Background: an optimization exercise with open tools, aiming at small area. Do not read the settings as production practice.
In this exercise RTL edits were held to simulation tests only and were not proved equivalent to the original.
The flow treats the clock pin as an ideal source, which a real chip does not have.
Power and IR drop assume default switching activity.

Setup of v17:
// t11_cpu
module t11_cpu(
  input         clk,
  input         reset,
  output [15:0] addr,
  input  [15:0] din,
  output [15:0] dout,
  output        wr_n
);
localparam F0 = 5'd0;   
localparam F1 = 5'd1;   
localparam F2 = 5'd2;   
localparam J0 = 5'd3;   
localparam N2 = 5'd4;   
localparam B0 = 5'd5;   
localparam B1 = 5'd6;
localparam B2 = 5'd7;
localparam B3 = 5'd8;   
localparam B4 = 5'd9;
localparam B5 = 5'd10;  
localparam PS = 5'd11;  
localparam D1 = 5'd12;  
localparam PD = 5'd13;  
localparam S0 = 5'd16;
localparam T0 = 5'd20;
reg [127:0] RF;         
reg [15:0]  W1, IR, DI;
reg         Z;
reg [4:0]   st;
wire       i6 = IR[15];
wire [2:0] i5 = IR[14:12];
wire [2:0] i4 = IR[11:9];
wire [2:0] i3 = IR[8:6];
wire [2:0] i2 = IR[5:3];
wire [2:0] i1 = IR[2:0];
wire rt   = st[4];
wire dst  = st[2];
wire [1:0] step = st[1:0];
wire src  = rt & ~dst;
wire dstr = rt & dst;
wire [2:0] smode = i5 == 3'd0 ? i2 : i5 == 3'd1 ? i4 : {i5[1:0], 1'b0};
wire [2:0] mode  = dst ? i2 : smode;
wire m0   = mode == 3'd0;
wire m1   = mode == 3'd1;
wire m24  = mode == 3'd2 || mode == 3'd4;    
wire m35  = mode == 3'd3 || mode == 3'd5;    
wire mdec = mode[2];                          
wire m67  = mode[2] & mode[1];
wire s_addr_r  = (st == F0) | (rt & step == 2'd0 & ~m0 & ~m67);
wire s_addr_di = rt & step == 2'd1 & m35;
wire s_wr      = dstr & ((step == 2'd0 & (m1 | m24)) | (step == 2'd1 & m35));
wire s_w1_rd   = src & step == 2'd0 & m0;                        
  ...
==> flow/config.mk <==
export PLATFORM = sky130hd
export DESIGN_NAME = t11_cpu
export DESIGN_NICKNAME = t11_cpu
export VERILOG_FILES = /design/flow/design.v
export SDC_FILE = /design/flow/constraint.sdc
export NUM_CORES = 4
export LEC_CHECK = 0
export CAP_MARGIN = 20
export CORE_MARGIN = 2
export CORE_UTILIZATION = 40
export SLEW_MARGIN = 20
==> flow/constraint.sdc <==
create_clock -name core_clock -period 11.0 [get_ports {clk}]
set_input_delay 2.2000 -clock core_clock [delete_from_list [all_inputs] [get_ports {clk}]]
set_output_delay 2.2000 -clock core_clock [all_outputs]
set_load 0.01 [all_outputs]
standard.sh (not shown) runs the stock make flow with config.mk's settings and CLKGATE_MAP_FILE= SYNTH_SCRIPT=/design/flow/synth_recipe.tcl, a recipe that flattens the netlist after the stock synthesis.
==> flow/flow/run.sh <==
#!/bin/bash
cp standard.sh standard_sh_copy.log
export BUFFER_PORTS_ARGS="-buffer_cell sky130_fd_sc_hd__buf_1"
export CTS_ARGS="-sink_clustering_enable -repair_clock_nets -dont_use_dummy_load -buf_list sky130_fd_sc_hd__clkbuf_16 -sink_clustering_size 50 -sink_clustering_max_diameter 200"
bash standard.sh > standard_sh.log 2>&1
Changes in v49 relative to v17:
Settings: CORE_UTILIZATION: 40 -> 70.
==> flow/flow/run.sh <==
#!/bin/bash
cp standard.sh standard_sh_copy.log
export BUFFER_PORTS_ARGS="-buffer_cell sky130_fd_sc_hd__buf_1"
export CTS_ARGS="-sink_clustering_enable -repair_clock_nets -dont_use_dummy_load -buf_list sky130_fd_sc_hd__clkbuf_8"
bash standard.sh > standard_sh.log 2>&1
==> comparison <==
- Compared with v17, v49 shows portion of total power attributed to sequential cells higher by 2.8 points.
- Share of power burned in combinational logic ended up 2.6 points higher on v49 than on v17.
- In v49 the part of the cycle the worst path needs turned out 1.2 points higher than in v17.
- v49 against v17: internal power consumption now smaller; number of gates resized after CTS comparable; least setup slack across all paths after layout now smaller; largest voltage drop on the vdd net now larger; final critical delay including setup and external delays now larger.
- v17 tops out at a higher clock frequency than v49.
- Total power: v49 < v17
#### Input delta (v31 over v49)
Settings: setting ABC_AREA to 1 for the first time; changing CORE_UTILIZATION from 70 to 40.
-- flow/flow/run.sh --
<<< v49, line 2
>>> v31, line 2
# The standard layout (standard.sh) with three changes:
#  - synthesis maps the logic with ABC's area-oriented mapper (flow/abc_area.script,
#    used through ABC_AREA=1 from a copy of the ORFS scripts folder); the synthesis
#    script itself and every register it makes are unchanged;
#  - ports are buffered with the smallest buffer (buf_1);
#  - CTS builds its tree from clkbuf_8 and adds no dummy loads.
set -e
<<< v49, line 3
>>> v31, line 10
rm -rf scripts_abc_area
cp -r "$FLOW_HOME/scripts" scripts_abc_area
cp flow/abc_area.script scripts_abc_area/abc_area.script
SCRIPTS_DIR="$PWD/scripts_abc_area" bash standard.sh synth > standard_synth.log 2>&1
<<< v49, line 5
bash standard.sh > standard_sh.log 2>&1
>>> v31, line 16
bash standard.sh > standard_finish.log 2>&1
==> flow/flow/abc_area.script (new file) <==
strash
dch -f
amap
topo
stime -c
buffer -c
upsize -c
dnsize -c
--- outcome ---
v31 vs. v49: via-per-instance ratio went down by 1.5. v31 vs v49, capturing element of the worst setup path: RF[79] vs RF[111]. Taking v31 over v49, the count of cell instances traversed by the critical path ratio works out to 1.5. In the flow results for v31 and v49, the fraction of power consumed by combinational cells is smaller on v31. Number of vias in the routed layout: v31 vs v49 down 940. Setup slack in v31 is larger than in v49.
### v31 -> v8
Settings: ABC_AREA: 1 -> unset.
==> flow/flow/run.sh <==
#!/bin/bash
cp standard.sh standard_sh_copy.log
export BUFFER_PORTS_ARGS="-buffer_cell sky130_fd_sc_hd__buf_1"
export CTS_ARGS="-sink_clustering_enable -repair_clock_nets -dont_use_dummy_load -buf_list sky130_fd_sc_hd__clkbuf_16 -wire_unit 80"
bash standard.sh > standard_sh.log 2>&1
removed: flow/flow/abc_area.script
--- outcome ---
In v8 the worst path buffer plus inverter count turned out 4 lower than in v31.
Sequential share of power was higher in the run labelled v31.
Average wire per standard cell: v31 vs v8, no meaningful difference
Compared with v31, in v8 utilization moved up, setup slack down 34 ps, area added between synthesis and finish went up 2.0 points.

## sierra
t11_cpu, a different RTL version from the one above (not shown whole).
Size in the first run: ~540 cells after synthesis, about 180 flip-flops, roughly 51 I/O pins, about 7500 µm² of cells after synthesis.
==> flow/design.v (excerpt) <==
module t11_cpu(
  input         clk,
  input         reset,
  output [15:0] addr,
  input  [15:0] din,
  output [15:0] dout,
  output        wr_n
);
==> flow/config.mk <==
export PLATFORM = sky130hd
export DESIGN_NAME = t11_cpu
export DESIGN_NICKNAME = t11_cpu
export VERILOG_FILES = /design/flow/design.v
export SDC_FILE = /design/flow/constraint.sdc
export NUM_CORES = 4
export LEC_CHECK = 0
export ABC_AREA = 1
export CAP_MARGIN = 20
export CORE_MARGIN = 2
export CORE_UTILIZATION = 40
export SLEW_MARGIN = 20
==> flow/constraint.sdc <==
create_clock -name core_clock -period 11.0 [get_ports {clk}]
set_input_delay 2.2000 -clock core_clock [delete_from_list [all_inputs] [get_ports {clk}]]
set_output_delay 2.2000 -clock core_clock [all_outputs]
set_load 0.01 [all_outputs]
==> flow/flow/run.sh <==
#!/bin/bash
set -e
cp standard.sh standard_sh_copy.log
rm -rf scripts_abc_area
cp -r "$FLOW_HOME/scripts" scripts_abc_area
cp flow/abc_area.script scripts_abc_area/abc_area.script
SCRIPTS_DIR="$PWD/scripts_abc_area" bash standard.sh synth > standard_synth.log 2>&1
export BUFFER_PORTS_ARGS="-buffer_cell sky130_fd_sc_hd__buf_1"
export CTS_ARGS="-sink_clustering_enable -repair_clock_nets -dont_use_dummy_load -buf_list sky130_fd_sc_hd__clkbuf_8"
bash standard.sh cts > standard_cts.log 2>&1
RES_DIR="$PWD/orfs/results/sky130hd/t11_cpu/base" openroad -no_init -exit flow/clk_leaf_resize.tcl > clk_leaf_resize.log 2>&1
bash standard.sh > standard_finish.log 2>&1
==> flow/flow/abc_area.script <==
&get -n
&deepsyn -I 3 -J 200
&put
dch -f
amap
topo
stime -c
Other scripts of this flow, unchanged in this note and not shown: flow/flow/clk_leaf_resize.tcl
sierra ran to completion and came out clean on the timing, DRC and antenna checks.
--- input diff sierra..indigo ---
==> flow/flow/abc_area.script <==
&get -n
&deepsyn -I 10 -J 200
&put
dch -f
amap
topo
stime -c
Notes after the runs:
Compared with sierra, in indigo data arrival time of the critical path moved down; cell area power density down 0.51%; worst hold margin went up 0.018 ns. The fmax in indigo sits about 5% above the value recorded for sierra. Between sierra and indigo, the global routing met1 resource utilization does not differ in any meaningful way. indigo: standard-cell row count is about 2% lower than what sierra reported. First-pass GRT wire length in indigo is 670 µm higher than in sierra. indigo vs sierra: sequential share of layout area up in indigo. Total power of the final layout: indigo better than sierra. Re cell internal power dissipation: sierra was higher than indigo. Number of cells on the critical path went up by a few percent going from sierra to indigo.

The RTL this note starts from:
==> flow/design.v <==
module t11_cpu(
  input         clk,
  input         reset,
  output [15:0] addr,
  input  [15:0] din,
  output [15:0] dout,
  output        wr_n
);
localparam F0 = 5'd0;   
localparam F1 = 5'd1;   
localparam F2 = 5'd2;   
localparam J0 = 5'd3;   
localparam N2 = 5'd4;   
localparam B0 = 5'd5;   
localparam B1 = 5'd6;
localparam B2 = 5'd7;
localparam B3 = 5'd8;   
localparam B4 = 5'd9;
localparam B5 = 5'd10;  
localparam PS = 5'd11;  
localparam D1 = 5'd12;  
localparam PD = 5'd13;  
localparam S0 = 5'd16;
localparam T0 = 5'd20;
reg [127:0] RF;         
reg [15:0]  W1, IR, DI;
reg         Z;
reg [4:0]   st;
wire       i6 = IR[15];
wire [2:0] i5 = IR[14:12];
wire [2:0] i4 = IR[11:9];
wire [2:0] i3 = IR[8:6];
wire [2:0] i2 = IR[5:3];
wire [2:0] i1 = IR[2:0];
wire rt   = st[4];
wire dst  = st[2];
wire [1:0] step = st[1:0];
wire src  = rt & ~dst;
wire dstr = rt & dst;
wire [2:0] smode = i5 == 3'd0 ? i2 : i5 == 3'd1 ? i4 : {i5[1:0], 1'b0};
wire [2:0] mode  = dst ? i2 : smode;
wire m0   = mode == 3'd0;
wire m1   = mode == 3'd1;
wire m24  = mode == 3'd2 || mode == 3'd4;    
wire m35  = mode == 3'd3 || mode == 3'd5;    
wire mdec = mode[2];                          
wire m67  = mode[2] & mode[1];
wire s_addr_r  = (st == F0) | (rt & step == 2'd0 & ~m0 & ~m67);
wire s_addr_di = rt & step == 2'd1 & m35;
wire s_wr      = dstr & ((step == 2'd0 & (m1 | m24)) | (step == 2'd1 & m35));
wire s_w1_rd   = src & step == 2'd0 & m0;                        
wire s_w1_di   = src & ((step == 2'd1 & (m1 | m24)) | (step == 2'd2 & m35));
wire s_incdec  = rt & ((step == {~dst, dst} & m24) | (step == {1'b1, ~dst} & m35));
wire s_t0      = dstr & step == 2'd0 & m0;                       
wire last      = rt & (m0 | m67 & step == 2'd0 | s_incdec | (m1 & step == {1'b0, ~dst}));
wire use_pc = (st == F0) | (st == F2) | (st == B5);
wire [2:0] ridx = ~rt ? 3'd7 : (dst | i5 == 3'd0) ? i1 : i3;
wire sel_w1 = (st == D1) | s_t0;
wire sel_di = s_addr_di | s_w1_di;
wire sel_rf = use_pc | s_addr_r | s_w1_rd | s_incdec;
wire sel_ps = reset & (st == J0);
reg [15:0] pc_rst;
always @(*)
  case (din[15:13])
    3'd0: pc_rst = 16'hc004;
    3'd1: pc_rst = 16'h8004;
    3'd2: pc_rst = 16'h4004;
    3'd3: pc_rst = 16'h2004;
    3'd4: pc_rst = 16'h1004;
    3'd5: pc_rst = 16'h0004;
    3'd6: pc_rst = 16'hf604;
    default: pc_rst = 16'hf404;
  endcase
reg [15:0] X;
integer k;
always @(*) begin
  X = ({16{sel_w1}} & W1) | ({16{sel_di}} & DI) | ({16{sel_ps}} & pc_rst);
  for (k = 0; k < 8; k = k + 1)
    X = X | ({16{sel_rf && ridx == k}} & RF[k*16 +: 16]);
end
wire w2 = ~i6 | (i1[2:1] == 2'b11);
wire sub = (s_incdec & mdec) | (st == D1) | (st == B5) | (st == B4);
wire [4:0] K = (st == B5) ? {IR[3:0], 1'b0} :
               (st == F2 | s_incdec) ? {3'b000, w2, ~w2} :
               (st == D1 | st == B4) ? 5'd1 : 5'd0;
wire [15:0] Kx = {11'd0, K} ^ {16{sub}};
reg [15:0] ALU;
reg c;
integer b;
always @(*) begin
  c = sub;
  for (b = 0; b < 16; b = b + 1) begin
    ALU[b] = X[b] ^ Kx[b] ^ c;
    c = (X[b] & Kx[b]) | (c & (X[b] ^ Kx[b]));
  end
end
assign addr = (s_addr_r | s_addr_di) ? X : 16'd0;
assign dout = W1;
assign wr_n = ~s_wr;
wire rf_we = ~reset & ((st == F2) | (st == B5) | s_incdec | s_t0);
wire [2:0] widx = use_pc ? 3'd7 : src ? i3 : i1;
integer r;
always @(posedge clk) begin
  for (r = 0; r < 8; r = r + 1) begin
    if ((rf_we && widx == r) || (reset && r == 7)) begin
      RF[r*16 +: 8] <= ALU[7:0];
      if (!i6 || reset) RF[r*16+8 +: 8] <= ALU[15:8];
    end
  end
end
wire w1_we = ~reset & (s_w1_rd | s_w1_di | (st == D1) | (st == B1) | (st == B4));
always @(posedge clk) begin
  if (w1_we) W1[7:0] <= ALU[7:0];
  if (w1_we & ~i6) W1[15:8] <= ALU[15:8];
end
always @(posedge clk) begin
  DI <= din;
  if (st == F1) IR[7:0] <= DI[7:0];
  if (st == F1 && !i6) IR[14:8] <= DI[14:8];
  if (reset) IR[15] <= 1'b0;
  else if (st == F1 && !i6) IR[15] <= DI[15];
end
always @(posedge clk) begin
  if (st == D1) Z <= W1 == 16'd1;    
  else if (st == B3) Z <= IR[3:0] == 4'd0 && (~i6 || W1[14:8] == 7'd0);
end
reg [4:0] nst;
always @(*) begin
  case (st)
    F0: nst = F1;
    F1: nst = F2;
    F2: nst = i5 == 3'd0 ? (i4 == 3'd0 ? F0 : i4 == 3'd1 ? B0 : i4 == 3'd5 ? PS : J0) :
              i5 == 3'd1 ? PS :
              (i5 == 3'd4 || i5 == 3'd5 || i5 == 3'd6) ? S0 : J0;
    N2: nst = J0;
    B0: nst = Z ? N2 : B1;
    B1: nst = B2;
    B2: nst = B3;
    B3: nst = B4;
    B4: nst = B5;
    B5: nst = J0;
    PS: nst = S0;
    D1: nst = PD;
    PD: nst = T0;
    default:
      if (rt) begin
        if (m67 && step == 2'd0) nst = F0;
        else if (last) nst = dst ? (i5 == 3'd1 ? N2 : J0) :
                                   (i5 == 3'd1 ? PD : i5 == 3'd0 ? D1 : J0);
        else nst = st + 5'd1;
      end else nst = F0;    
  endcase
end
always @(posedge clk)
  if (reset) st <= J0;
  else st <= nst;
endmodule
clock: 11.0 ns
lec_check: 0
abc_area: 1
cap_margin: 0
core_margin: 2
core_utilization: 40
gpl_timing_driven: 0
slew_margin: 0
==> flow/flow/run.sh <==
#!/bin/bash
# The standard layout (standard.sh) with three changes:
#  - synthesis maps the logic with ABC's area-oriented mapper (flow/abc_area.script,
#    used through ABC_AREA=1 from a copy of the ORFS scripts folder); the synthesis
#    script itself and every register it makes are unchanged;
#  - ports are buffered with the smallest buffer (buf_1);
#  - CTS builds its tree from clkbuf_8 and adds no dummy loads.
set -e
cp standard.sh standard_sh_copy.log
rm -rf scripts_abc_area
cp -r "$FLOW_HOME/scripts" scripts_abc_area
cp flow/abc_area.script scripts_abc_area/abc_area.script
SCRIPTS_DIR="$PWD/scripts_abc_area" bash standard.sh synth > standard_synth.log 2>&1
export BUFFER_PORTS_ARGS="-buffer_cell sky130_fd_sc_hd__buf_1"
export CTS_ARGS="-sink_clustering_enable -repair_clock_nets -dont_use_dummy_load -buf_list sky130_fd_sc_hd__clkbuf_8"
bash standard.sh > standard_finish.log 2>&1
==> flow/flow/abc_area.script <==
strash; dch -f; amap; topo; stime -c
Next try:
- CAP_MARGIN: 0 -> 20
- GPL_TIMING_DRIVEN: 0 -> default
- SLEW_MARGIN: 0 -> 20
=>
- sequential share of layout area climbs by 0.22 points
- fmax goes up by 1.6%
- clock-buffer cell count does not change
- sequential power is about the same
- total power barely changes
- utilization is lower by 0.20 points
- routed wire length increases by 2.9%

separate check: timing with driven ports:
How much do the figures lean on ideal ports? The routed layouts below were timed once more, with nothing changed but the port constraints.
Step 1 assumes that a clkbuf_16 drives the clock port and a buf_2 every other input.
Step 2 adds t to the input delays and takes it off the output delays; t is the mean of the earliest and latest rising clock arrival at the registers after step 1. Input paths then give back, and output paths get back, about the clock's delay inside the block.
Slacks: no drivers / after step 1 / after step 2; pairs: no drivers / after step 1.
run	t (ns)	setup slack, ns	worst data-port slew with drivers (ns)	cell pins on the clock port's net
v17	0.462	0.653 / 0.653 / 0.653	0.04	1
v49	0.496	0.524 / 0.524 / 0.524	0.05	1
v31	0.489	0.532 / 0.532 / 0.532	0.03	1
v8	0.583	0.498 / 0.498 / 0.498	0.04	1
sierra	0.479	1.014 / 1.014 / 1.014	0.03	1
indigo	0.491	1.505 / 1.505 / 1.505	0.04	1
the first run of note 3	0.474	0.388 / 0.388 / 0.388	0.03	1
the second run of note 3	0.484	0.554 / 0.554 / 0.554	0.03	1
After both steps setup and hold are still met in every run listed.
